This design comes from an exercise in tuning for small area on the open sky130 flow, not from production work.
RTL that was checked went through simulation tests only; none was proved equivalent to the original.
No driver is modelled on the clock port, so clock power and skew are understated where the tree is cut down; a real chip needs a root buffer or a tree.
Power figures rest on the tool's default switching activity, not on a simulated workload.

rev 12:
Design sync, start of the top module:
module sync (
  input  wire       clk,
  output reg        hs,
  output reg        vs,
  input  wire       reset,    
  output wire [3:0] R,
  output wire [3:0] G,
  output wire [3:0] B,
  input  wire       btn       
);
clock: 10.0 ns
lec_check: 0
cap_margin: 20
core_margin: 2
core_utilization: 40
slew_margin: 20
standard.sh (not shown) runs the stock make flow with config.mk's settings and CLKGATE_MAP_FILE= SYNTH_SCRIPT=/design/flow/synth_recipe.tcl, a recipe that flattens the netlist after the stock synthesis.
==> flow/flow/run.sh <==
#!/bin/bash
set -o pipefail
bash standard.sh \
  BUFFER_PORTS_ARGS="-buffer_cell sky130_fd_sc_hd__buf_1" \
  POST_GLOBAL_PLACE_TCL="$PWD/flow/reset_buf.tcl" \
  POST_CTS_TCL="$PWD/flow/clk_root.tcl" \
  CTS_ARGS="-sink_clustering_enable -repair_clock_nets -dont_use_dummy_load" \
  finish > standard.log 2>&1
==> flow/flow/clk_root.tcl <==
set root_pins [get_pins -of_objects [get_nets clk] -filter "direction==input"]
if {[llength $root_pins] == 1} {
  set root [get_cells -of_objects $root_pins]
  set outnet [get_nets -of_objects [get_pins -of_objects $root -filter "direction==output"]]
  set loads [get_pins -of_objects $outnet -filter "direction==input"]
  set ok [expr {[llength $loads] <= 4}]
  foreach pin $loads {
    if {![string match "sky130_fd_sc_hd__clkbuf_*" [get_property [get_cells -of_objects $pin] ref_name]]} { set ok 0 }
  }
  if {$ok} {
    puts "removing clock root buffer [get_full_name $root] ([llength $loads] loads)"
    remove_buffers $root
  } else {
    puts "keeping clock root buffer [get_full_name $root]"
  }
}
==> flow/flow/reset_buf.tcl <==
# The reset input fans out to every asynchronously reset flip-flop: give its
# port buffer (inserted by buffer_ports) more drive than the other ports' buf_1.
foreach pin [get_pins -of_objects [get_nets reset]] {
  if {[get_property $pin direction] != "input"} { continue }
  set inst [get_cells -of_objects $pin]
  puts "reset port buffer [get_full_name $inst] [get_property $inst ref_name] -> sky130_fd_sc_hd__buf_4"
  replace_cell $inst sky130_fd_sc_hd__buf_4
}
Having completed the whole flow, rev 12 delivered a layout that passed the timing, DRC and antenna checks.
What rev 13 does differently from rev 12 at the input level:
==> flow/flow/run.sh <==
#!/bin/bash
# The standard layout (standard.sh: the standard synthesis and ORFS flow,
# unchanged), with two changes given on the make command line:
#  - every port buffer is the smallest buffer cell, buf_1, instead of the
#    tool's own pick (each input and output port still gets its buffer); the
#    reset input, which fans out to every asynchronously reset flip-flop,
#    then has its buffer upsized to buf_4 (flow/reset_buf.tcl, run right
#    after buffer_ports and global placement)
#  - the clock tree is built without dummy loads
# ORFS writes each step's full log under orfs/logs; make's output goes to
# standard.log.
set -o pipefail
bash standard.sh \
  BUFFER_PORTS_ARGS="-buffer_cell sky130_fd_sc_hd__buf_1" \
  POST_GLOBAL_PLACE_TCL="$PWD/flow/reset_buf.tcl" \
  CTS_ARGS="-sink_clustering_enable -repair_clock_nets -dont_use_dummy_load" \
  finish > standard.log 2>&1
removed: flow/flow/clk_root.tcl
### Flow results
The final-layout non-clock buffer area share was comparable across rev 12 and rev 13.
Comparing share of the cycle needed by the critical path after routing for rev 12 and rev 13, the bigger number came from rev 13.
Changes observed in rev 13 relative to rev 12: routed wire length went up; power went up; count of routing violations after the opening detailed-route iteration went up; final cell area excluding filler cells went up; least setup slack across all paths after layout went down.

sync, a different RTL version from the one above (not shown whole).
For scale: ~50 flip-flops, roughly 17 I/O pins, roughly 2000 sq um of cells after synthesis.
clock: 10.0 ns
lec_check: 0
cap_margin: 20
core_margin: 2
core_utilization: 40
slew_margin: 20
==> flow/flow/run.sh <==
#!/bin/bash
# The standard layout (standard.sh: the standard synthesis script and the
# ORFS flow), with these changes given on the make command line:
#  - synthesis runs synth_recipe.tcl unchanged except for its final technology
#    mapping (ORFS synth.tcl's "abc" call, after dfflibmap, so the registers
#    are exactly the standard synthesis's): instead of ORFS's speed script it
#    maps with each area-oriented ABC script in flow/abc and keeps the
#    smallest result (flow/abc_best.tcl)
#  - every port buffer is the smallest buffer cell, buf_1, instead of the
#    tool's own pick (each input and output port still gets its buffer); the
#    reset input, which fans out to every asynchronously reset flip-flop,
#    then has its buffer upsized to buf_4 (flow/reset_buf.tcl, run right
#    after buffer_ports and global placement)
set -o pipefail
here=$PWD
{
  echo "set ::abc_scripts_dir $here/flow/abc"
  echo "set ::abc_area_file $here/abc_area.txt"
  cat flow/abc_best.tcl
  cat synth_recipe.tcl
} > synth_best.tcl
bash standard.sh \
  SYNTH_SCRIPT="$here/synth_best.tcl" \
  BUFFER_PORTS_ARGS="-buffer_cell sky130_fd_sc_hd__buf_1" \
  POST_GLOBAL_PLACE_TCL="$here/flow/reset_buf.tcl" \
  POST_CTS_TCL="$here/flow/clk_root.tcl" \
  CTS_ARGS="-sink_clustering_enable -repair_clock_nets -dont_use_dummy_load -buf_list {sky130_fd_sc_hd__clkbuf_8} -sink_buffer_max_cap_derate 0.8" \
  finish > standard.log 2>&1
Scripts as last shown in full above: flow/flow/reset_buf.tcl
Other scripts of this flow, unchanged in this note and not shown: flow/flow/abc/b.script, flow/flow/abc/g.script, flow/flow/abc/i.script, flow/flow/abc/m1.script, flow/flow/abc/m2.script, flow/flow/abc/m7.script, flow/flow/abc/m8.script, flow/flow/abc/m9.script, flow/flow/abc/n1.script, flow/flow/abc/n2.script, flow/flow/abc/n3.script, flow/flow/abc/n4.script, flow/flow/abc/n5.script, flow/flow/abc_best.tcl, flow/flow/clk_root.tcl
The baseline finished clean.
Change:
--- a/flow/flow/run.sh
+++ b/flow/flow/run.sh
@@ -26,3 +26,3 @@
   POST_CTS_TCL="$here/flow/clk_root.tcl" \
-  CTS_ARGS="-sink_clustering_enable -repair_clock_nets -dont_use_dummy_load -buf_list {sky130_fd_sc_hd__clkbuf_8} -sink_buffer_max_cap_derate 0.8" \
+  CTS_ARGS="-sink_clustering_enable -repair_clock_nets -dont_use_dummy_load -distance_between_buffers 500 -branching_point_buffers_distance 500" \
   finish > standard.log 2>&1
After rerunning: Global-route usage stays the same; synthesized cell count does not change; wire length does not change; design area is unchanged; maximum frequency stays the same; first-iteration DRC count does not change; setup slack stays the same; worst hold slack does not change; clock-buffer cell count stays the same.
Change:
--- a/flow/flow/run.sh
+++ b/flow/flow/run.sh
@@ -26,3 +26,3 @@
   POST_CTS_TCL="$here/flow/clk_root.tcl" \
-  CTS_ARGS="-sink_clustering_enable -repair_clock_nets -dont_use_dummy_load -distance_between_buffers 500 -branching_point_buffers_distance 500" \
+  CTS_ARGS="-sink_clustering_enable -repair_clock_nets -dont_use_dummy_load" \
   finish > standard.log 2>&1
Effect: Critical path depth does not change. Setup slack stays the same. Utilization does not change. Cell count does not change. Via count is unchanged. Area after synthesis is unchanged. Synthesized cell count does not change. Final area is unchanged. Sequential share of layout area stays the same. Hold slack does not change. Global-route usage does not change.
Change:
--- a/flow/flow/run.sh
+++ b/flow/flow/run.sh
@@ -25,4 +25,5 @@
   POST_GLOBAL_PLACE_TCL="$here/flow/reset_buf.tcl" \
-  POST_CTS_TCL="$here/flow/clk_root.tcl" \
+  POST_CTS_TCL="$here/flow/post_cts.tcl" \
   CTS_ARGS="-sink_clustering_enable -repair_clock_nets -dont_use_dummy_load" \
+  SLEW_MARGIN=0 CAP_MARGIN=0 \
   finish > standard.log 2>&1
==> flow/flow/clk_merge.tcl (new file) <==
# Merge the clock tree's smallest leaf cluster into the other leaves: each of
# its flip-flops is moved to the nearest remaining leaf buffer, as long as no
# leaf then drives more than max_sinks clock pins, and the emptied leaf
# buffer is deleted.
set max_sinks 18
set leaves {}
foreach inst [get_cells -filter "ref_name =~ sky130_fd_sc_hd__clkbuf_*"] {
  set onet [get_nets -of_objects [get_pins -of_objects $inst -filter "direction==output"]]
  set sinks [get_pins -of_objects $onet -filter "direction==input"]
  set allff 1
  foreach p $sinks {
    if {![string match "sky130_fd_sc_hd__df*" [get_property [get_cells -of_objects $p] ref_name]]} { set allff 0 }
  }
  if {$allff && [llength $sinks] > 0} { lappend leaves [list $inst $onet $sinks] }
}
proc xy {inst} {
  return [[sta::sta_to_db_inst $inst] getLocation]
}
set n [llength $leaves]
set total 0
foreach l $leaves { incr total [llength [lindex $l 2]] }
puts "clock leaves: $n, sinks $total"
if {$n >= 2 && $total <= $max_sinks * ($n - 1)} {
  set leaves [lsort -command {apply {{a b} {expr {[llength [lindex $a 2]] - [llength [lindex $b 2]]}}}} $leaves]
  set victim [lindex $leaves 0]
  set others [lrange $leaves 1 end]
  set count {}
  foreach o $others { lappend count [llength [lindex $o 2]] }
  set moves {}
  foreach p [lindex $victim 2] {
    lassign [xy [get_cells -of_objects $p]] px py
    set best -1; set bd 1e30
    for {set i 0} {$i < [llength $others]} {incr i} {
      if {[lindex $count $i] >= $max_sinks} { continue }
      lassign [xy [lindex [lindex $others $i] 0]] bx by
      set d [expr {abs($bx - $px) + abs($by - $py)}]
      if {$d < $bd} { set bd $d; set best $i }
    }
    lappend moves [list $p $best]
    lset count $best [expr {[lindex $count $best] + 1}]
  }
  set vnet [lindex $victim 1]
  foreach m $moves {
    lassign $m p i
    set tnet [lindex [lindex $others $i] 1]
    disconnect_pin [get_full_name $vnet] $p
    connect_pin [get_full_name $tnet] $p
  }
  set vinst [lindex $victim 0]
  set vname [get_full_name $vinst]
  set inpin [get_pins -of_objects $vinst -filter "direction==input"]
  disconnect_pin [get_full_name [get_nets -of_objects $inpin]] $inpin
  delete_instance $vname
  puts "merged clock leaf $vname ([llength $moves] sinks) into the others: $count"
}
==> flow/flow/post_cts.tcl (new file) <==
set here [file dirname [info script]]
source $here/clk_merge.tcl
source $here/clk_root.tcl
=> Sequential share of layout area went up by 0.37 points. Combinational power hardly moves. Hold slack barely changes. Setup slack got worse by 0.031 ns. Register-to-register slack got worse by 0.03 ns. Power went down by a few percent. Non-clock buffer count is unchanged. Count of clock-buffer cells in the layout went down by 1.

Starting RTL as in the previous note.
Design sync, start of the top module:
module sync (
  input  wire       clk,
  output reg        hs,
  output reg        vs,
  input  wire       reset,    
  output wire [3:0] R,
  output wire [3:0] G,
  output wire [3:0] B,
  input  wire       btn       
);
==> flow/config.mk <==
export PLATFORM = sky130hd
export DESIGN_NAME = sync
export DESIGN_NICKNAME = sync
export VERILOG_FILES = /design/flow/design.v
export SDC_FILE = /design/flow/constraint.sdc
export NUM_CORES = 4
export LEC_CHECK = 0
export CAP_MARGIN = 20
export CORE_MARGIN = 2
export CORE_UTILIZATION = 40
export SLEW_MARGIN = 20
==> flow/constraint.sdc <==
create_clock -name core_clock -period 10.0 [get_ports {clk}]
set_input_delay 2.0000 -clock core_clock [delete_from_list [all_inputs] [get_ports {clk}]]
set_output_delay 2.0000 -clock core_clock [all_outputs]
set_load 0.01 [all_outputs]
==> flow/flow/run.sh <==
#!/bin/bash
# The standard layout (standard.sh: the standard synthesis script and the
# ORFS flow), with these changes given on the make command line:
#  - synthesis runs synth_recipe.tcl unchanged except for its final technology
#    mapping (ORFS synth.tcl's "abc" call, after dfflibmap, so the registers
#    are exactly the standard synthesis's): instead of ORFS's speed script it
#    maps with each area-oriented ABC script in flow/abc and keeps the
#    smallest result (flow/abc_best.tcl)
#  - every port buffer is the smallest buffer cell, buf_1, instead of the
#    tool's own pick (each input and output port still gets its buffer); the
#    reset input, which fans out to every asynchronously reset flip-flop,
#    then has its buffer upsized to buf_4 (flow/reset_buf.tcl, run right
#    after buffer_ports and global placement)
set -o pipefail
here=$PWD
{
  echo "set ::abc_scripts_dir $here/flow/abc"
  echo "set ::abc_area_file $here/abc_area.txt"
  cat flow/abc_best.tcl
  cat synth_recipe.tcl
} > synth_best.tcl
bash standard.sh \
  SYNTH_SCRIPT="$here/synth_best.tcl" \
  BUFFER_PORTS_ARGS="-buffer_cell sky130_fd_sc_hd__buf_1" \
  POST_GLOBAL_PLACE_TCL="$here/flow/reset_buf.tcl" \
  POST_CTS_TCL="$here/flow/clk_root.tcl" \
  CTS_ARGS="-sink_clustering_enable -repair_clock_nets -dont_use_dummy_load -buf_list {sky130_fd_sc_hd__clkbuf_8} -sink_buffer_max_cap_derate 0.5" \
  finish > standard.log 2>&1
Scripts as last shown in full above: flow/flow/reset_buf.tcl
Other scripts of this flow, unchanged in this note and not shown: flow/flow/abc/b.script, flow/flow/abc/g.script, flow/flow/abc/i.script, flow/flow/abc/m1.script, flow/flow/abc/m2.script, flow/flow/abc/m7.script, flow/flow/abc/m8.script, flow/flow/abc/m9.script, flow/flow/abc/n1.script, flow/flow/abc/n2.script, flow/flow/abc/n3.script, flow/flow/abc/n4.script, flow/flow/abc/n5.script, flow/flow/abc_best.tcl, flow/flow/clk_root.tcl
==> next run, changes <==
--- a/flow/flow/run.sh
+++ b/flow/flow/run.sh
@@ -25,4 +25,4 @@
   POST_GLOBAL_PLACE_TCL="$here/flow/reset_buf.tcl" \
   POST_CTS_TCL="$here/flow/clk_root.tcl" \
-  CTS_ARGS="-sink_clustering_enable -repair_clock_nets -dont_use_dummy_load -buf_list {sky130_fd_sc_hd__clkbuf_8} -sink_buffer_max_cap_derate 0.5" \
+  CTS_ARGS="-repair_clock_nets -dont_use_dummy_load" \
   finish > standard.log 2>&1
Clock-buffer cell count does not change.
Sequential power hardly moves.
Utilization is unchanged.
Final area does not change.
Cell count does not change.
Global-route usage does not change.
Area after synthesis is unchanged.

sync, a different RTL version from the one above (not shown whole).
For scale: roughly 220 cells after synthesis, about 53 flip-flops, roughly 17 I/O pins, ~2400 um2 of cells after synthesis.
clock: 10.0 ns
lec_check: 0
cap_margin: 20
core_margin: 2
core_utilization: 40
slew_margin: 20
==> flow/flow/run.sh <==
#!/bin/bash
set -o pipefail
bash standard.sh \
  BUFFER_PORTS_ARGS="-buffer_cell sky130_fd_sc_hd__buf_1" \
  POST_GLOBAL_PLACE_TCL="$PWD/flow/reset_buf.tcl" \
  RECOVER_POWER=100 \
  CTS_ARGS="-sink_clustering_enable -repair_clock_nets -dont_use_dummy_load" \
  finish > standard.log 2>&1
Scripts as last shown in full above: flow/flow/reset_buf.tcl
The starting point completed and failed the layout checks on capacitance limit, slew limit.
Then changed:
--- a/flow/flow/run.sh
+++ b/flow/flow/run.sh
@@ -5 +4,0 @@
-  POST_GLOBAL_PLACE_TCL="$PWD/flow/reset_buf.tcl" \
removed: flow/flow/reset_buf.tcl
What happened: The new run completed and failed the layout checks on capacitance limit, slew limit. Via count drops by 0.97%. Worst setup slack degrades by 0.0087 ns. Final cell count is unchanged. Die area is unchanged. First-iteration DRC count went down by 8.8%. Wire length goes down by 0.43%. Cell area is about the same.
No functional check of the RTL was part of any run of this note.

== job 3741 ==
The RTL this note starts from:
==> flow/design.v <==
module sync (
  input  wire       clk,
  output reg        hs,
  output reg        vs,
  input  wire       reset,    
  output wire [3:0] R,
  output wire [3:0] G,
  output wire [3:0] B,
  input  wire       btn       
);
  reg        r_q, gh_q, gl_q, b_q;
  assign R = {4{r_q}};
  assign G = {gh_q, gl_q, gh_q, gl_q};
  assign B = {4{b_q}};
  reg jr;
  always @(posedge clk or negedge reset)
    if (!reset) jr <= 1'b1;
    else        jr <= 1'b0;
  reg [2:0] seg;
  reg [7:0] hc;
  wire s_fp = ~seg[0] & ~seg[2];
  wire s_sy = ~seg[1] & seg[0];
  wire s_bp = ~seg[2] & seg[1];
  wire s_d0 = seg[0] & seg[2];
  wire s_d1 = seg[1] & ~seg[0];
  wire s_d2 = seg[2] & ~seg[1];
  wire h_end = (~hc[7] & ~hc[6] & ~hc[4] & hc[3] & hc[2] & hc[1] & hc[0]);    
  wire line_end = s_d2 & h_end;
  reg [7:0] h_ld;    
  always @(*) begin
    case (seg)
      3'b000: h_ld = 8'b11011101;
      3'b001: h_ld = 8'b10010101;
      3'b011: h_ld = 8'b00011111;
      3'b111: h_ld = 8'b00011111;
      3'b110: h_ld = 8'b01000111;
      3'b100: h_ld = 8'b11010111;
      default: h_ld = 8'bx;
    endcase
  end
  always @(posedge clk or negedge reset) begin
    if (!reset) begin
      seg <= 3'b000;
      hc  <= 8'b11010111;
    end else if (h_end) begin
      seg <= {seg[1:0], ~seg[2]};
      hc  <= h_ld;
    end else begin
      hc  <= {hc[6:0], ~(hc[7] ^ hc[5] ^ hc[4] ^ hc[3])};
    end
  end
  reg [1:0] pvs;    
  wire v_fp = ~pvs[1] & ~pvs[0];
  wire v_sy = ~pvs[1] &  pvs[0];
  wire v_bp =  pvs[1] &  pvs[0];
  wire v_da =  pvs[1] & ~pvs[0];
  reg [9:0] lc;    
  reg f1;              
  wire at_vs = v_fp & (lc[8]) & s_d2 & (f1 ? (hc[7] & ~hc[6] & hc[4] & hc[3] & hc[2] & hc[1] & hc[0]) : (~hc[7] & ~hc[6] & hc[4] & hc[3] & hc[2] & hc[1] & ~hc[0]));
  wire at_bp = v_sy & (lc[0]) & s_d2 & (f1 ? (~hc[7] & hc[6] & ~hc[5] & hc[4] & hc[2] & hc[1] & hc[0]) : (hc[7] & hc[5] & ~hc[4] & hc[3] & hc[2] & hc[1] & ~hc[0]));
  wire at_da = v_bp & (lc[8] & lc[2] & ~lc[1] & ~lc[0]) & s_d2 & (f1 ? (~hc[7] & hc[6] & ~hc[5] & ~hc[4] & hc[3] & ~hc[2] & ~hc[1] & hc[0]) : (hc[7] & ~hc[6] & ~hc[5] & hc[4] & ~hc[3] & ~hc[2] & hc[1] & ~hc[0]));
  wire at_fp = v_da & (~lc[7] & ~lc[6] & ~lc[5] & lc[4] & ~lc[2] & ~lc[1] & lc[0]) & line_end;
  always @(posedge clk or negedge reset) begin
    if (!reset) begin
      pvs <= 2'b00;
      f1  <= 1'b1;
    end else begin
      if (at_vs | at_bp | at_da | at_fp) pvs <= {pvs[0], ~pvs[1]};
      if (at_da) f1 <= 1'b0;
    end
  end
  always @(posedge clk) begin
    if (jr | at_fp) lc <= 10'd0;
    else if (line_end) lc <= {lc[8:0], ~(lc[9] ^ lc[6])};
  end
  reg        cnt, ph, acc;    
  reg [15:0] timer;
  wire t_zero = ~|timer[14:0];
  wire t_end  = timer[15] & t_zero;
  always @(posedge clk or negedge reset) begin
    if (!reset) begin
      cnt <= 1'b0; ph <= 1'b0; acc <= 1'b0;
    end else begin
      acc <= cnt & ph & t_end;
      if (cnt) begin
        if (t_end) begin cnt <= 1'b0; ph <= ~ph; end
      end else if (~acc & (btn == ph)) begin
        cnt <= 1'b1;
      end
    end
  end
  always @(posedge clk) begin
    if (cnt) timer <= {timer[14:0], timer[15] ^ timer[14] ^ timer[12] ^ timer[3] ^ t_zero};
    else     timer <= 16'd0;
  end
  reg [2:0] flag;    
  always @(posedge clk or negedge reset) begin
    if (!reset) flag <= 3'b000;
    else if (acc)
      case (flag)
        3'b000: flag <= 3'b001;
        3'b001: flag <= 3'b010;
        3'b010: flag <= 3'b011;
        3'b011: flag <= 3'b100;
        3'b100: flag <= 3'b101;
        3'b101: flag <= 3'b110;
        3'b110: flag <= 3'b111;
        3'b111: flag <= 3'b000;
      endcase
  end
  reg [3:0] c0, c1, c2;    
  always @(*) begin
    case (flag)
      3'b000: begin c0 = 4'b0001; c1 = 4'b1111; c2 = 4'b1000; end
      3'b001: begin c0 = 4'b0110; c1 = 4'b1111; c2 = 4'b1000; end
      3'b010: begin c0 = 4'b0110; c1 = 4'b1111; c2 = 4'b1100; end
      3'b011: begin c0 = 4'b0000; c1 = 4'b1110; c2 = 4'b1000; end
      3'b100: begin c0 = 4'b0110; c1 = 4'b1110; c2 = 4'b1000; end
      3'b101: begin c0 = 4'b0001; c1 = 4'b1110; c2 = 4'b1000; end
      3'b110: begin c0 = 4'b0110; c1 = 4'b1111; c2 = 4'b0110; end
      3'b111: begin c0 = 4'b1100; c1 = 4'b1111; c2 = 4'b0110; end
      default: begin c0 = 4'bx; c1 = 4'bx; c2 = 4'bx; end
    endcase
  end
  wire vis = v_da & seg[2];
  wire [3:0] col = {4{vis}} & (s_d0 ? c0 : s_d1 ? c1 : c2);
  always @(posedge clk) begin
    r_q  <= col[3] | (~reset & r_q);
    gh_q <= col[2] | (~reset & gh_q);
    gl_q <= col[1] | (~reset & gl_q);
    b_q  <= col[0] | (~reset & b_q);
    hs   <= ~s_sy & (reset | hs);
    vs   <= ~v_sy & (reset | vs);
  end
endmodule
export LEC_CHECK = 0
export CAP_MARGIN = 20
export CORE_MARGIN = 2
export CORE_UTILIZATION = 40
export SLEW_MARGIN = 20
create_clock -name core_clock -period 10.0 [get_ports {clk}]
==> flow/flow/run.sh <==
#!/bin/bash
set -o pipefail
bash standard.sh \
  BUFFER_PORTS_ARGS="-buffer_cell sky130_fd_sc_hd__buf_1" \
  RECOVER_POWER=100 \
  CTS_ARGS="-sink_clustering_enable -repair_clock_nets -dont_use_dummy_load -sink_clustering_size 60 -buf_list {sky130_fd_sc_hd__clkbuf_8 sky130_fd_sc_hd__clkbuf_16}" \
  finish > standard.log 2>&1
Job 3741 ran to completion and came out clean on the timing, DRC and antenna checks.
Edits applied to the flow inputs when going from job 3741 to job 7086:
==> flow/flow/run.sh <==
#!/bin/bash
# Standard ORFS flow (the standard.sh, unchanged synthesis), with:
#  - port buffers of the smallest buffer cell (buf_1) instead of the tool's pick
#  - power recovery (downsizing off-critical-path cells) after global routing
#  - CTS without dummy loads
set -o pipefail
bash standard.sh \
  BUFFER_PORTS_ARGS="-buffer_cell sky130_fd_sc_hd__buf_1" \
  RECOVER_POWER=100 \
  CTS_ARGS="-sink_clustering_enable -repair_clock_nets -dont_use_dummy_load" \
  finish > standard.log 2>&1
Findings:
For final cell count, job 7086 and job 3741 come out practically identical. As far as maximum frequency goes, job 7086 and job 3741 are indistinguishable; the numbers are identical. Diff job 7086..job 3741 | time the worst path needs with I/O delays and setup | unchanged. | clock skew | job 7086 vs job 3741 | ≈ equal |. Summary of job 7086 over job 3741: data arrival time at the worst-slack endpoint roughly the same, post-route clock period utilization roughly the same, number of cells on the critical path roughly the same, number of max-slew violations in the final report roughly the same, total overflow reported by the global router roughly the same. Comparing job 7086 with job 3741, the fraction of the core area covered by cells at the end of the flow came out essentially unchanged.
Function was not checked in any run of this note: the RTL went through the layout flow alone.

[static timing again, ports no longer ideal]
The flow's constraints put no driver on any port. The routed layouts listed below were extracted and timed again, unchanged, in two steps.
Step 1 assumes that a clkbuf_16 drives the clock port and a buf_2 every other input.
Step 2 moves the port delays by t, midway between the first and last clock arrival at a register: inputs arrive t later, outputs are due t later. That takes back most of the time a late clock gives input paths.
a / b / c = ideal / step 1 / step 2; a / b = the first two.
| run | shift t [ns] | setup WS [ns] | latest minus earliest clock arrival (ns) | worst register clock-pin slew, ns |
|---|---|---|---|---|
| rev 12 | 0.192 | 6.996 / 6.945 / 7.137 | 0.028 / 0.028 | 0.10 / 0.10 |
| rev 13 | 0.320 | 6.844 / 6.816 / 7.136 | 0.028 / 0.028 | 0.10 / 0.10 |
| the first run of note 2 | 0.192 | 6.635 / 6.635 / 6.635 | 0.020 / 0.020 | 0.09 / 0.09 |
| the second run of note 2 | 0.192 | 6.635 / 6.635 / 6.635 | 0.020 / 0.020 | 0.09 / 0.09 |
| the third run of note 2 | 0.192 | 6.635 / 6.635 / 6.635 | 0.020 / 0.020 | 0.09 / 0.09 |
| the fourth run of note 2 | 0.200 | 6.603 / 6.603 / 6.603 | 0.021 / 0.022 | 0.11 / 0.11 |
| the first run of note 3 | 0.192 | 6.635 / 6.635 / 6.635 | 0.020 / 0.020 | 0.09 / 0.09 |
| the second run of note 3 | 0.192 | 6.635 / 6.635 / 6.635 | 0.020 / 0.020 | 0.09 / 0.09 |
| the first run of note 4 | 0.324 | 6.302 / 6.307 / 5.983 | 0.017 / 0.018 | 0.10 / 0.10 |
| the second run of note 4 | 0.320 | 6.294 / 6.298 / 5.978 | 0.024 / 0.024 | 0.10 / 0.10 |
| job 3741 | 0.321 | 6.779 / 6.784 / 6.463 | 0.014 / 0.014 | 0.09 / 0.09 |
| job 7086 | 0.321 | 6.779 / 6.784 / 6.463 | 0.014 / 0.014 | 0.09 / 0.09 |
The setup slack of the first run of note 4, which loses most, moves by +0.005 ns with the drivers and by -0.319 ns with both steps.
